Context: an optimization exercise on an open-source flow, tuned for small area, a short achievable clock period and few clock cycles per item. The choices shown serve that exercise and are no tape-out recipe.
Function was not checked in any run shown here: the RTL went through the layout flow alone.

==> flow/design.v (outline; a module is shown in full before it is edited, if it fits) <==
// module conv_s1: 361 lines
// module conv_s2: 51 lines
// module conv_pipe: 20 lines
// module final_cmp: 124 lines
// module dense_mac: 309 lines
// module cnn_top: 117 lines
module cnn_top (
    clk,
    rst_n,
    start,
    done,
    data_bram_wen, data_bram_addr, data_bram_din,
    weight_bram_wen, weight_bram_addr, weight_bram_din,
    feature_bram_wen, feature_bram_addr, feature_bram_din,
    dense_w_bram_wen, dense_w_bram_addr, dense_w_bram_din,
    final_class_out
);
  // ...
==> flow/run.sh <==
#!/bin/bash
# synth_recipe.tcl (not shown) runs the flow's synth.tcl, then flattens the netlist and writes it again
# the make line also repeats each setting of config.mk as NAME=value (left out here)
make -C /OpenROAD-flow-scripts/flow DESIGN_CONFIG=/design/flow/config.mk WORK_HOME=/design/flow/orfs CLKGATE_MAP_FILE= SYNTH_SCRIPT=/design/flow/synth_recipe.tcl finish
==> flow/config.mk <==
export PLATFORM = sky130hd
export DESIGN_NAME = cnn_top
export DESIGN_NICKNAME = cnn_top
export VERILOG_FILES = /design/flow/design.v
export SDC_FILE = /design/flow/constraint.sdc
export NUM_CORES = 4
export LEC_CHECK = 0
export ABC_CLOCK_PERIOD_IN_PS = 2800
export CAP_MARGIN = 20
export CORE_MARGIN = 2
export CORE_UTILIZATION = 40
export PLACE_DENSITY = 0.6
export SETUP_SLACK_MARGIN = 4.0
export SLEW_MARGIN = 20
==> flow/constraint.sdc <==
create_clock -name core_clock -period 7.0 [get_ports {clk}]
set_input_delay 1.4000 -clock core_clock [delete_from_list [all_inputs] [get_ports {clk}]]
set_output_delay 1.4000 -clock core_clock [all_outputs]
set_load 0.01 [all_outputs]
==> flow_summary.json, run 1 <==
{
  "status": "finished clean",
  "ys_warn_count": 12,
  "cts_htree_levels": 2,
  "fin_cells": 4255,
  "synth_enable_flop_cells": 234,
  "final_util_pct": 49.5,
  "clkCellAreaFrac_pct": 4.51,
  "grtUsageTotal_pct": 20.6,
  "drt-vias-per-instance": 5.26,
  "hold_path_end": "s2[27]",
  "rrSetupSlack_ns": 3.38,
  "crit_path_max_fanout": 7,
  "synth_compound_area_share_pct": 12.0,
  "dp.cells": 3923,
  "area_growth_pct": 23.1,
  "worst_slew_margin_rel_pct": 41.6,
  "io_pins": 76,
  "finalHoldViolCount": 0,
  "reg2reg_depth": 8,
  "num-multi-input-gates": 1956,
  "min_path_type": "reg -> reg",
  "diodes": 1,
  "grt_pass1_wl_um": 128000,
  "synth_area_leader_cell": "edfxtp_1"
}
==> run 2, diff against run 1 <==
==> flow/config.mk (replaced) <==
export PLATFORM = sky130hd
export DESIGN_NAME = cnn_top
export DESIGN_NICKNAME = cnn_top
export VERILOG_FILES = /design/flow/design.v
export SDC_FILE = /design/flow/constraint.sdc
export NUM_CORES = 4
export LEC_CHECK = 0
export CAP_MARGIN = 20
export CORE_MARGIN = 2
export CORE_UTILIZATION = 40
export PLACE_DENSITY = 0.6
export SLEW_MARGIN = 20
==> flow_summary.json, run 2 <==
{
  "synth-seq-cells": 428,
  "clock_skew_ns": 0.0507,
  "first_pass_iters": 6,
  "cts.sinks": 428,
  "die_y_um": 283,
  "finalWirelength_um": 74100,
  "timing.hold.ws_ns": 0.516,
  "ys_warn_count": 12,
  "final_util_pct": 44.2,
  "timing_worst_setup_path_type": "reg -> reg",
  "wl_per_cell_um": 18.5,
  "grtUsageMet2_pct": 31.2,
  "synth_nets": 3527,
  "max_stage_delay_ns": 0.73,
  "drt.antenna.violating_nets": 0,
  "clock-root-buffer": "clkbuf_16",
  "die_area_sq_um": 79900,
  "use_met3_pct": 3.13,
  "synth-async-reset-ratio_pct": 1.17,
  "setup_viol": 0,
  "largest_reg_flops": 64,
  "busiest_layer": "met2",
  "vias": 21000,
  "die_w_um": 283,
  "fin_cells": 4014,
  "final_common_cell": "inv_1",
  "finalHoldViolCount": 0,
  "ys_seq_area_share_pct": 35.2,
  "io_pins": 76,
  "synth_cells": 3009,
  "grtUsageTotal_pct": 18.9,
  "start_kind": "register",
  "nNetsFinal": 3452,
  "endpoint_kind": "register",
  "cts_tree": "done",
  "period_minus_slack_ns": 4.43,
  "path_buf_inv": 0,
  "cap_viol_max_count": 0,
  "grt_overflow_total": 0,
  "cts_setup_buffers": 0,
  "cp_cell_sequence": "nand2_1 -> or3_2 -> and2_1 -> fa_1 -> fa_1 -> fa_1 -> fa_1 -> fa_1 -> fa_1",
  "critPathArrivalTime_ns": 4.94,
  "min_path_type": "reg -> reg",
  "worstMarginPinSlew_ns": 1.05,
  "synth_area_leader_cell": "edfxtp_1",
  "drt-vias-per-instance": 5.23,
  "synth_most_common_cell": "inv_1",
  "netlist.area_leader.share_pct": 22.6,
  "max_freq_ghz": 0.226,
  "grt_start_max_net_pins": 59,
  "area_growth_pct": 9.75,
  "clockBufferDepth": 3,
  "finalMaxSlewViolations": 0,
  "crit_path_max_fanout": 29,
  "worst_skew_pair.late_latency_ns": 0.63,
  "fin_crit_sh_pct": 63.3,
  "start_util_pct": 40.2,
  "rows": 102,
  "worst_slew_margin_rel_pct": 30.0,
  "yosys-top-cells-area": "edfxtp_1 (23%), fa_1 (21%), dfxtp_1 (12%), xnor2_1 (5.7%), inv_1 (5.0%)",
  "grt_pass1_wl_um": 118000,
  "most-common-layout-cells": "inv_1 (417), fa_1 (327), nand2_1 (270), edfxtp_1 (234), xnor2_1 (204)",
  "synth.cells.most_frequent": "inv_1 (417), fa_1 (327), nand2_1 (270)",
  "hpwl_um": 54700,
  "drc": 0,
  "status": "finished clean",
  "critical_path.most_common_cell": "fa_1",
  "critPathSlowestCell": "or3_2",
  "cts_htree_levels": 2,
  "antenna_found_initial": 0,
  "first_global_vias": 21000,
  "numCtsBuffers": 49,
  "globalplace.congestion": 0.866,
  "top_register": "x",
  "synth_enable_flop_cells": 234,
  "syn-cell-area_sq_um": 31100,
  "setup_tns_ns": 0,
  "yosysUniqueCellTypes": 69,
  "drtIter0Drc": 1708,
  "use_met1_pct": 25.3,
  "holdBufCountCts": 0,
  "diodes": 0,
  "ctsResizeCount": 0,
  "core_sq_um": 77200,
  "synth_ff_type": "edfxtp_1",
  "critPathTopFamily": "adder cells",
  "layout-drive-gt1-share_pct": 6.69,
  "grt_setup_unrepaired": "false",
  "worstPathRequired_ns": 7.51,
  "io_buffer_count": 45,
  "clk_pin_slew_ns": 0.07,
  "postSynthAreaPerCell_sq_um": 10.3,
  "dp.cells": 3923
}
[run 2: cell count changes in the layout (fill, tap and decap cells not counted), moves of 47 or more]
cell / before / now
fa_2: 79 / 0
buf_4: 184 / 33
inv_1: 342 / 417
inv_2: 69 / 2
fa_1: 248 / 327
dfxtp_2: 47 / 0
dfxtp_1: 132 / 189
[run 2: worst register-to-register path: cells and delay by family (launching register included)]
family | cells | cell delay [ns]
fa+ha+maj | 6 | 2.54
simple gates | 3 | 1.24
flops | 1 | 0.53
[run 2: layer usage]
layer,share of wire (%),vias up,wire length [um]
li1,-,9917,-
met1,44,10300,32800
met2,47,609,34800
met3,5.7,114,4260
met4,3.1,0,2280
met5,0,-,0
[run 2: path summary, 6_finish.rpt]
kind | startpoint | end | slack (ns) | depth (start not counted)
worst min-delay path | s2[27] | s2[27] | 0.52 | 2
worst max register to register | cnt[0] | s1[19] | 2.57 | 9
worst max-delay path | cnt[0] | s1[19] | 2.57 | 9
worst min register to register | s2[27] | s2[27] | 0.52 | 2
min in group asynchronous | rst_n | done | 0.99 | 1
max in group asynchronous | rst_n | cnt[2] | 5.82 | 1
[run 2: cell families after synthesis]
kind of cell	share of synthesized area, %
buffers and inverters	7.61
AND/OR/NAND/NOR	8.97
AO/OA/AOI/OAI	12.0
adder cells (fa/ha/maj)	26.8
flip-flops	35.2
XOR/XNOR	6.79
multiplexers	2.58
[run 2: metrics by stage]
step	area, sq um	setup slack (ns)
6_report	34100	2.57
3_5_place_dp	32300	2.57
5_1_grt	34100	2.37
2_1_floorplan	31100	2.96
3_3_place_gp	32300	2.58
4_1_cts	34100	2.56
[run 2: cell type report]
class | count | area (sq um)
timing repair buffer | 78 | 698
fill | 7231 | 43100
sequential | 428 | 10900
tap | 1040 | 1300
clock buffer | 61 | 1390
multi-input combinational | 1954 | 17800
clock inverter | 30 | 403
inverter | 423 | 1590

afterwards: timing with drivers on the ports:
How much do the figures lean on ideal ports? The routed layouts below were timed once more, with nothing changed but the port constraints.
Step 1, drivers: a clkbuf_16 drives clk and a buf_2 each remaining input, both assumed.
Step 2 moves the port delays by t, midway between the first and last clock arrival at a register: inputs arrive t later, outputs are due t later. That takes back most of the time a late clock gives input paths.
a / b / c = ideal ports / drivers / drivers and shift; a / b = the first two.
| run | t, ns | setup WS [ns] | latest minus earliest clock arrival (ns) |
|---|---|---|---|
| run 1 | 0.663 | 3.378 / 3.378 / 3.378 | 0.043 / 0.043 |
| run 2 | 0.668 | 2.568 / 2.568 / 2.568 | 0.054 / 0.054 |
After both steps setup and hold are still met in every run listed.
